From an optimization exercise on the open Yosys and OpenROAD flow, aimed at small area, a short achievable clock period and few clock cycles per item; shortcuts taken in it are not production practice. No run shown here included a check of the RTL's function; only the layout flow was run. No activity file was given, so power comes from the tool's default toggle rates.

==> flow/design.v (outline; a module is shown in full before it is edited, if it fits) <==
// module divider: 6855 lines
module divider #
(
    parameter N = 32
)
(
    input wire [N-1:0] dividend,
    input wire [N-1:0] divisor,
    input wire start,
    input wire rst,
    input wire clk,
    output wire [N-1:0] quotient,
    output wire [N-1:0] remainder,
    output wire done
);
  // ...
==> flow/run.sh <==
#!/bin/bash
# synth_recipe.tcl (not shown) runs the flow's synth.tcl, then flattens the netlist and writes it again
# the make line also repeats each setting of config.mk as NAME=value (left out here)
make -C /OpenROAD-flow-scripts/flow DESIGN_CONFIG=/design/flow/config.mk WORK_HOME=/design/flow/orfs CLKGATE_MAP_FILE= SYNTH_SCRIPT=/design/flow/synth_recipe.tcl finish
==> flow/config.mk <==
export PLATFORM = sky130hd
export DESIGN_NAME = divider
export DESIGN_NICKNAME = divider
export VERILOG_FILES = /design/flow/design.v
export SDC_FILE = /design/flow/constraint.sdc
export NUM_CORES = 4
export LEC_CHECK = 0
export ABC_AREA = 1
export CAP_MARGIN = 20
export CORE_MARGIN = 2
export CORE_UTILIZATION = 60
export CTS_CLUSTER_DIAMETER = 100
export CTS_CLUSTER_SIZE = 25
export SETUP_SLACK_MARGIN = 2.3
export SLEW_MARGIN = 20
==> flow/constraint.sdc <==
create_clock -name core_clock -period 4.5 [get_ports {clk}]
set_input_delay 0.9000 -clock core_clock [delete_from_list [all_inputs] [get_ports {clk}]]
set_output_delay 0.9000 -clock core_clock [all_outputs]
set_load 0.01 [all_outputs]
==> flow_summary.json, run 1 <==
{
  "cts_buffer_depth": 3,
  "cp_top_family": "compound AO/OA/AOI/OAI gates",
  "final_common_cell": "dfxtp_1",
  "diodes": 0,
  "inverters": 1136,
  "cp_data_required_time_ps": 5120,
  "power_leader": "registers",
  "fin_ws_ps": 1870,
  "status": "no timing/DRC/antenna violations",
  "final_max_slew_viol_count": 0,
  "yosys.area_share.xor_xnor": 0.0814,
  "power.total_mw": 39.9,
  "pg_clk_mw": 10.6,
  "num_vias": 51800,
  "path_cells": "inv_2 -> nor2_4 -> o21ai_2 -> o21ai_2 -> nand2_2 -> o21ai_4 -> a21oi_2 -> o21ai_2 -> nand3_2 -> nand3_4 -> a21oi_4 -> o21ai_4 -> o21ai_4 -> nand3_4 -> buf_12 -> inv_16 -> nand4_1 -> nand2_1",
  "multi_input_area_share": 0.313,
  "rows": 130,
  "grt_use_met3": 0.0308,
  "drv_cap": 0,
  "die_w_um": 359,
  "swShare": 0.262,
  "power_density_nw_per_um2": 416,
  "m1WireLength_um": 68100,
  "met2WireLength_um": 81300,
  "die_area_um2": 129000,
  "synth_top_family_by_area": "simple AND/OR/NAND/NOR gates",
  "min_path_type": "in -> reg",
  "gp_congestion": 0.876,
  "min-delay-start": "divisor[23]"
}
==> inputs of run 2 (changes only) <==
--- a/flow/design.v
+++ b/flow/design.v
@@ -19,30 +19,47 @@
     wire [0:0] g0_0 = ~c0 & d0[0:0];
     wire [0:0] p0_0 = ~c0 | d0[0:0];
     wire [0:0] bi0 = 1'b0;
     wire ge0 = ~g0_0[0] & ~|d0[N-1:1];
     wire [0:0] r1 = c0 ^ ({1{ge0}} & (d0[0:0] ^ bi0));
     wire [N-1:0] xq1 = {xq0[N-2:0], ge0};
     wire [N-1:0] d1 = d0;
     wire v1 = v0;
-    wire [1:0] c1 = {r1, xq1[N-1]};
-    wire [1:0] g1_0 = ~c1 & d1[1:0];
-    wire [1:0] p1_0 = ~c1 | d1[1:0];
+    reg [0:0] r1_q;
+    reg [N-1:0] xq1_q;
+    reg [N-1:0] d1_q;
+    reg z1_q;
+    reg z2_q;
+    reg v1_q;
+    always @(posedge clk) begin
+        r1_q <= r1;
+        xq1_q <= xq1;
+        d1_q <= d1;
+        z1_q <= ~|d1[N-1:2];
+        z2_q <= ~|d1[N-1:3];
+    end
+    always @(posedge clk, posedge rst) begin
+        if (rst) v1_q <= 1'b0;
+        else v1_q <= v1;
+    end
+    wire [1:0] c1 = {r1_q, xq1_q[N-1]};
+    wire [1:0] g1_0 = ~c1 & d1_q[1:0];
+    wire [1:0] p1_0 = ~c1 | d1_q[1:0];
     wire [1:0] g1_1, p1_1;
     assign g1_1[0] = g1_0[0];
     assign p1_1[0] = p1_0[0];
     assign g1_1[1] = g1_0[1] | (p1_0[1] & g1_0[0]);
     assign p1_1[1] = p1_0[1] & p1_0[0];
     wire [1:0] bi1 = {g1_1[0:0], 1'b0};
-    wire ge1 = ~g1_1[1] & ~|d1[N-1:2];
-    wire [1:0] r2 = c1 ^ ({2{ge1}} & (d1[1:0] ^ bi1));
-    wire [N-1:0] xq2 = {xq1[N-2:0], ge1};
-    wire [N-1:0] d2 = d1;
-    wire v2 = v1;
+    wire ge1 = ~g1_1[1] & z1_q;
+    wire [1:0] r2 = c1 ^ ({2{ge1}} & (d1_q[1:0] ^ bi1));
+    wire [N-1:0] xq2 = {xq1_q[N-2:0], ge1};
+    wire [N-1:0] d2 = d1_q;
+    wire v2 = v1_q;
     wire [2:0] c2 = {r2, xq2[N-1]};
     wire [2:0] g2_0 = ~c2 & d2[2:0];
     wire [2:0] p2_0 = ~c2 | d2[2:0];
     wire [2:0] g2_1, p2_1;
     assign g2_1[0] = g2_0[0];
     assign p2_1[0] = p2_0[0];
     assign g2_1[1] = g2_0[1] | (p2_0[1] & g2_0[0]);
     assign p2_1[1] = p2_0[1] & p2_0[0];
@@ -58,24 +75,41 @@
     wire [2:0] g2_3, p2_3;
     assign g2_3[0] = g2_2[0];
     assign p2_3[0] = p2_2[0];
     assign g2_3[1] = g2_2[1];
     assign p2_3[1] = p2_2[1];
     assign g2_3[2] = g2_2[2] | (p2_2[2] & g2_2[1]);
     assign p2_3[2] = p2_2[2] & p2_2[1];
     wire [2:0] bi2 = {g2_3[1:0], 1'b0};
-    wire ge2 = ~g2_3[2] & ~|d2[N-1:3];
+    wire ge2 = ~g2_3[2] & z2_q;
     wire [2:0] r3 = c2 ^ ({3{ge2}} & (d2[2:0] ^ bi2));
     wire [N-1:0] xq3 = {xq2[N-2:0], ge2};
     wire [N-1:0] d3 = d2;
     wire v3 = v2;
-    wire [3:0] c3 = {r3, xq3[N-1]};
-    wire [3:0] g3_0 = ~c3 & d3[3:0];
-    wire [3:0] p3_0 = ~c3 | d3[3:0];
+    reg [2:0] r3_q;
+    reg [N-1:0] xq3_q;
+    reg [N-1:0] d3_q;
+    reg z3_q;
+    reg z4_q;
+    reg v3_q;
+    always @(posedge clk) begin
+        r3_q <= r3;
+        xq3_q <= xq3;
+        d3_q <= d3;
+        z3_q <= ~|d3[N-1:4];
+        z4_q <= ~|d3[N-1:5];
+    end
+    always @(posedge clk, posedge rst) begin
+        if (rst) v3_q <= 1'b0;
+        else v3_q <= v3;
+    end
+    wire [3:0] c3 = {r3_q, xq3_q[N-1]};
+    wire [3:0] g3_0 = ~c3 & d3_q[3:0];
+    wire [3:0] p3_0 = ~c3 | d3_q[3:0];
     wire [3:0] g3_1, p3_1;
     assign g3_1[0] = g3_0[0];
     assign p3_1[0] = p3_0[0];
     assign g3_1[1] = g3_0[1] | (p3_0[1] & g3_0[0]);
     assign p3_1[1] = p3_0[1] & p3_0[0];
     assign g3_1[2] = g3_0[2];
     assign p3_1[2] = p3_0[2];
     assign g3_1[3] = g3_0[3] | (p3_0[3] & g3_0[2]);
@@ -94,39 +128,24 @@
     assign p3_3[0] = p3_2[0];
     assign g3_3[1] = g3_2[1];
     assign p3_3[1] = p3_2[1];
     assign g3_3[2] = g3_2[2] | (p3_2[2] & g3_2[1]);
     assign p3_3[2] = p3_2[2] & p3_2[1];
     assign g3_3[3] = g3_2[3];
     assign p3_3[3] = p3_2[3];
     wire [3:0] bi3 = {g3_3[2:0], 1'b0};
-    wire ge3 = ~g3_3[3] & ~|d3[N-1:4];
-    wire [3:0] r4 = c3 ^ ({4{ge3}} & (d3[3:0] ^ bi3));
-    wire [N-1:0] xq4 = {xq3[N-2:0], ge3};
-    wire [N-1:0] d4 = d3;
-    wire v4 = v3;
-    reg [3:0] r4_q;
-    reg [N-1:0] xq4_q;
-    reg [N-1:0] d4_q;
-    reg z4_q;
-    reg v4_q;
-    always @(posedge clk) begin
-        r4_q <= r4;
-        xq4_q <= xq4;
-        d4_q <= d4;
-        z4_q <= ~|d4[N-1:5];
-    end
-    always @(posedge clk, posedge rst) begin
-        if (rst) v4_q <= 1'b0;
-        else v4_q <= v4;
-    end
-    wire [4:0] c4 = {r4_q, xq4_q[N-1]};
-    wire [4:0] g4_0 = ~c4 & d4_q[4:0];
-    wire [4:0] p4_0 = ~c4 | d4_q[4:0];
+    wire ge3 = ~g3_3[3] & z3_q;
+    wire [3:0] r4 = c3 ^ ({4{ge3}} & (d3_q[3:0] ^ bi3));
+    wire [N-1:0] xq4 = {xq3_q[N-2:0], ge3};
+    wire [N-1:0] d4 = d3_q;
+    wire v4 = v3_q;
+    wire [4:0] c4 = {r4, xq4[N-1]};
+    wire [4:0] g4_0 = ~c4 & d4[4:0];
+    wire [4:0] p4_0 = ~c4 | d4[4:0];
     wire [4:0] g4_1, p4_1;
     assign g4_1[0] = g4_0[0];
     assign p4_1[0] = p4_0[0];
     assign g4_1[1] = g4_0[1] | (p4_0[1] & g4_0[0]);
     assign p4_1[1] = p4_0[1] & p4_0[0];
     assign g4_1[2] = g4_0[2];
     assign p4_1[2] = p4_0[2];
     assign g4_1[3] = g4_0[3] | (p4_0[3] & g4_0[2]);
@@ -163,30 +182,32 @@
     assign g4_4[2] = g4_3[2] | (p4_3[2] & g4_3[1]);
     assign p4_4[2] = p4_3[2] & p4_3[1];
     assign g4_4[3] = g4_3[3];
     assign p4_4[3] = p4_3[3];
     assign g4_4[4] = g4_3[4] | (p4_3[4] & g4_3[3]);
     assign p4_4[4] = p4_3[4] & p4_3[3];
     wire [4:0] bi4 = {g4_4[3:0], 1'b0};
     wire ge4 = ~g4_4[4] & z4_q;
-    wire [4:0] r5 = c4 ^ ({5{ge4}} & (d4_q[4:0] ^ bi4));
-    wire [N-1:0] xq5 = {xq4_q[N-2:0], ge4};
-    wire [N-1:0] d5 = d4_q;
-    wire v5 = v4_q;
+    wire [4:0] r5 = c4 ^ ({5{ge4}} & (d4[4:0] ^ bi4));
+    wire [N-1:0] xq5 = {xq4[N-2:0], ge4};
+    wire [N-1:0] d5 = d4;
+    wire v5 = v4;
     reg [4:0] r5_q;
     reg [N-1:0] xq5_q;
     reg [N-1:0] d5_q;
     reg z5_q;
+    reg z6_q;
     reg v5_q;
     always @(posedge clk) begin
         r5_q <= r5;
         xq5_q <= xq5;
         d5_q <= d5;
         z5_q <= ~|d5[N-1:6];
+        z6_q <= ~|d5[N-1:7];
     end
     always @(posedge clk, posedge rst) begin
         if (rst) v5_q <= 1'b0;
         else v5_q <= v5;
     end
     wire [5:0] c5 = {r5_q, xq5_q[N-1]};
     wire [5:0] g5_0 = ~c5 & d5_q[5:0];
     wire [5:0] p5_0 = ~c5 | d5_q[5:0];
@@ -243,34 +264,19 @@
     assign g5_4[5] = g5_3[5];
     assign p5_4[5] = p5_3[5];
     wire [5:0] bi5 = {g5_4[4:0], 1'b0};
     wire ge5 = ~g5_4[5] & z5_q;
     wire [5:0] r6 = c5 ^ ({6{ge5}} & (d5_q[5:0] ^ bi5));
     wire [N-1:0] xq6 = {xq5_q[N-2:0], ge5};
     wire [N-1:0] d6 = d5_q;
     wire v6 = v5_q;
-    reg [5:0] r6_q;
-    reg [N-1:0] xq6_q;
-    reg [N-1:0] d6_q;
-    reg z6_q;
-    reg v6_q;
-    always @(posedge clk) begin
-        r6_q <= r6;
-        xq6_q <= xq6;
-        d6_q <= d6;
-        z6_q <= ~|d6[N-1:7];
-    end
-    always @(posedge clk, posedge rst) begin
-        if (rst) v6_q <= 1'b0;
-        else v6_q <= v6;
-    end
-    wire [6:0] c6 = {r6_q, xq6_q[N-1]};
-    wire [6:0] g6_0 = ~c6 & d6_q[6:0];
-    wire [6:0] p6_0 = ~c6 | d6_q[6:0];
+    wire [6:0] c6 = {r6, xq6[N-1]};
+    wire [6:0] g6_0 = ~c6 & d6[6:0];
+    wire [6:0] p6_0 = ~c6 | d6[6:0];
     wire [6:0] g6_1, p6_1;
     assign g6_1[0] = g6_0[0];
     assign p6_1[0] = p6_0[0];
     assign g6_1[1] = g6_0[1] | (p6_0[1] & g6_0[0]);
     assign p6_1[1] = p6_0[1] & p6_0[0];
     assign g6_1[2] = g6_0[2];
     assign p6_1[2] = p6_0[2];
     assign g6_1[3] = g6_0[3] | (p6_0[3] & g6_0[2]);
@@ -323,20 +329,20 @@
     assign g6_4[4] = g6_3[4] | (p6_3[4] & g6_3[3]);
     assign p6_4[4] = p6_3[4] & p6_3[3];
     assign g6_4[5] = g6_3[5];
     assign p6_4[5] = p6_3[5];
     assign g6_4[6] = g6_3[6] | (p6_3[6] & g6_3[5]);
     assign p6_4[6] = p6_3[6] & p6_3[5];
     wire [6:0] bi6 = {g6_4[5:0], 1'b0};
     wire ge6 = ~g6_4[6] & z6_q;
-    wire [6:0] r7 = c6 ^ ({7{ge6}} & (d6_q[6:0] ^ bi6));
-    wire [N-1:0] xq7 = {xq6_q[N-2:0], ge6};
-    wire [N-1:0] d7 = d6_q;
-    wire v7 = v6_q;
+    wire [6:0] r7 = c6 ^ ({7{ge6}} & (d6[6:0] ^ bi6));
+    wire [N-1:0] xq7 = {xq6[N-2:0], ge6};
+    wire [N-1:0] d7 = d6;
+    wire v7 = v6;
     reg [6:0] r7_q;
     reg [N-1:0] xq7_q;
     reg [N-1:0] d7_q;
     reg z7_q;
     reg v7_q;
     always @(posedge clk) begin
         r7_q <= r7;
         xq7_q <= xq7;
==> flow_summary.json, run 2 <==
{
  "clk_pin_slew_ps": 100,
  "drtPass1Iterations": 8,
  "netlist_top_cells_area": "dfxtp_1 61%, nand2_1 8.2%, xor2_1 5.8%, inv_1 5.2%, nor2_1 3.7%",
  "ant_nets": 0,
  "worst_pin_slew_ps": 674,
  "layout-drive-gt1-share": 0.203,
  "globalRouteMet2Util": 0.427,
  "fin_crit_ps": 2370,
  "grt_max_degree": 30,
  "die_area_um2": 132000,
  "power.leakage_nw": 41.6,
  "fin_ws_ps": 2130,
  "vdd_ir_drop_max_mv": 0.408,
  "num_vias": 53900,
  "syn_nets": 8444,
  "core_area_um2": 128000,
  "crit_type": "reg -> reg",
  "vias_per_cell": 5.07,
  "tns_ps": 0,
  "chipHeight_um": 363,
  "cts_buffer_depth": 3,
  "synth_edf_count": 0,
  "wl_um": 165000,
  "dpl.hpwl_um": 112000,
  "grt_overflow": 0,
  "rsz0062_at_grt": "yes",
  "worstSetupStartpointType": "flop",
  "yosysMostFrequentCell": "dfxtp_1",
  "cts.sinks": 2399,
  "yosysSeqAreaShare": 0.622,
  "fmax_mhz": 422,
  "pre_cts_ws_ps": 1480,
  "finalHoldViolCount": 0,
  "cp-end-kind": "flop",
  "ios": 132,
  "grt_use_met1": 0.277,
  "synth_common_cells": "2370 x dfxtp_1, 1693 x nand2_1, 1067 x inv_1",
  "whs_ps": 305,
  "slowest_stage": "dfxtp_1",
  "grt_pass1_vias": 50100,
  "postSynthAreaPerCell_um2": 9.25,
  "ys_ff_latch": 2399,
  "worstPathArrival_ps": 2990,
  "clk_latency_ps": 750,
  "cts_tree": "yes",
  "yosysTopAreaCell": "dfxtp_1",
  "cp_data_required_time_ps": 5130,
  "cts_buffers": 105,
  "status": "no timing/DRC/antenna violations",
  "gp_congestion": 0.940,
  "final_max_slew_viol_count": 0,
  "die_w_um": 363,
  "grt_pass1_wl_um": 247000,
  "grt_usage": 0.232,
  "placed_area_um2": 80500,
  "path_cells": "nand2_1 -> nand2_1 -> o21ai_2 -> nand3_2 -> nand2_2 -> buf_4 -> buf_4 -> buf_4 -> nand3_1 -> nand3_2 -> nand2_2 -> nand3_4 -> nand2_2 -> nand2_1 -> xor2_1 -> nor2_4 -> xor2_1",
  "min_path_type": "reg -> reg",
  "final_area_um2": 91400,
  "post-route-util": 0.715,
  "synth_flop_cell": "dfxtp_1",
  "finalCritPeriodShare": 0.527,
  "cts-htree-levels": 3,
  "maxSlewHeadroom": 0.550,
  "async_reset_ff_frac": 0.0121,
  "final_cell_mix": "2156 x dfxtp_1, 1465 x nand2_1, 987 x inv_1",
  "power_density_nw_per_um2": 431,
  "fin_nets": 9023,
  "clock_skew_ps": 37.3,
  "synthesis.area_um2": 77400,
  "top_usage_layer": "met2",
  "drt_iter0_drc": 3214,
  "final_common_cell": "dfxtp_1",
  "grt_use_met3": 0.0299,
  "ctsHoldBuffers": 0,
  "slowest_delay_ps": 390,
  "cp_max_fo": 3,
  "syn_inst": 8377,
  "yosysWarnings": 1,
  "synth_cell_type_count": 65,
  "finalSetupViolations": 0,
  "wire_per_inst_um": 15.5,
  "initial_core_util": 0.606,
  "antenna_found_initial": 5,
  "post-route-drc-count": 0,
  "synth_top_area_frac": 0.613,
  "portBuffers": 131,
  "clockRootBuffer": "clkbuf_16",
  "rows": 131,
  "fill_cells": 9517,
  "syn_to_final_growth_pct": 18.0,
  "drv_cap": 0
}
[run 2: timing repair]
action                     4_1_cts  5_1_grt
setup endpoints to repair      555      516
setup buffers                  168      176
gates cloned                    18       18
resized for setup              775     1128
pin swaps                      112      345
[run 2: stage by stage]
| step | total power [mW] | instances |
|---|---|---|
| 2_1_floorplan | 26.4 | 8377 |
| 6_report | 39.4 | 10600 |
| 5_1_grt | 41.1 | 10600 |
| 3_5_place_dp | 27.7 | 10100 |
| 3_3_place_gp | 27.6 | 10100 |
| 4_1_cts | 38.5 | 10400 |
[run 2: where the power goes]
part / internal, mW / switching, mW / total [mW]
registers: 22.4 / 0.806 / 23.2
logic: 2.29 / 3.39 / 5.68
clock network: 4.32 / 6.20 / 10.5
total: 29.0 / 10.4 / 39.4
[run 2: cell families (layout without fill, tap and decap cells)]
| family | after synthesis | count (layout) | share of synthesized area |
|---|---|---|---|
| and+or+nand+nor | 3277 | 3283 | 0.181 |
| DFF | 2399 | 2399 | 0.622 |
| buffers and inverters | 1139 | 1723 | 0.0579 |
| AOI/OAI and AO/OA | 914 | 914 | 0.0654 |
| xor gates and xnor gates | 638 | 638 | 0.0721 |
| adders and majority gates | 10 | 10 | 0.00129 |
| other | 0 | 1 | 0 |
[run 2: worst paths after layout]
path	slack [ps]	from	cells after the start	to
max	2130	r22_q[0]	17	r23_q[20]
max reg2reg	2130	r22_q[0]	17	r23_q[20]
min in group asynchronous	520	rst	2	v23_q
max in group asynchronous	3600	rst	2	v31_q
min	310	xq29_q[11]	0	xq30_q[12]
min reg2reg	310	xq29_q[11]	0	xq30_q[12]
[run 2: final cells by class]
cell class	count	area, um2	share of cell area
Sequential cell	2399	48500	0.531
Multi-Input combinational cell	4845	29000	0.318
Timing Repair Buffer	492	4420	0.0484
Inverter	1096	4330	0.0474
Clock buffer	113	2700	0.0295
Tap cell	1662	2080	0.0227
Timing Repair inverter	17	178	0.00194
Clock inverter	5	150	0.00164
Antenna cell	1	2.50	0.0000274
[run 2: critical path, delay by kind of cell (launching register included)]
kind	cells	cell delay [ps]
simple gates	11	1030
flops	1	390
compound gates	1	80
buf+inv	3	390
xor+xnor	2	380
[run 2: layer usage]
layer  vias to the layer above  wire length (um)
met3                       316              7020
li1                      27200                 -
met1                     25300             68200
met5                         -                14
met4                         2              6050
met2                      1081             83900

## separate check: timing with driven ports
How much do the figures lean on ideal ports? The routed layouts below were timed once more, with nothing changed but the port constraints. Step 1 (the two cells are an assumption about what drives the block):
set clk [get_ports {clk}]
set_driving_cell -lib_cell sky130_fd_sc_hd__clkbuf_16 $clk
set_driving_cell -lib_cell sky130_fd_sc_hd__buf_2 [delete_from_list [all_inputs] $clk]
Step 2 also shifts input and output timing later by t, the mid clock arrival at the registers, as if the neighbouring blocks saw the same clock. a / b / c = ideal / step 1 / step 2; a / b = the first two.
run | t (ns) | setup slack, ns | worst setup path at the end | clock arrival spread, ns | slew at the worst register clock pin (ns)
run 1 | 0.813 | 1.865 / 1.865 / 1.348 | input to register | 0.054 / 0.054 | 0.11 / 0.11
run 2 | 0.811 | 2.131 / 2.131 / 1.673 | input to register | 0.043 / 0.043 | 0.11 / 0.11
After both steps every run listed still meets setup and hold. The setup slack of run 1, which loses most, moves by 0.000 ns with the drivers and by -0.517 ns with both steps.
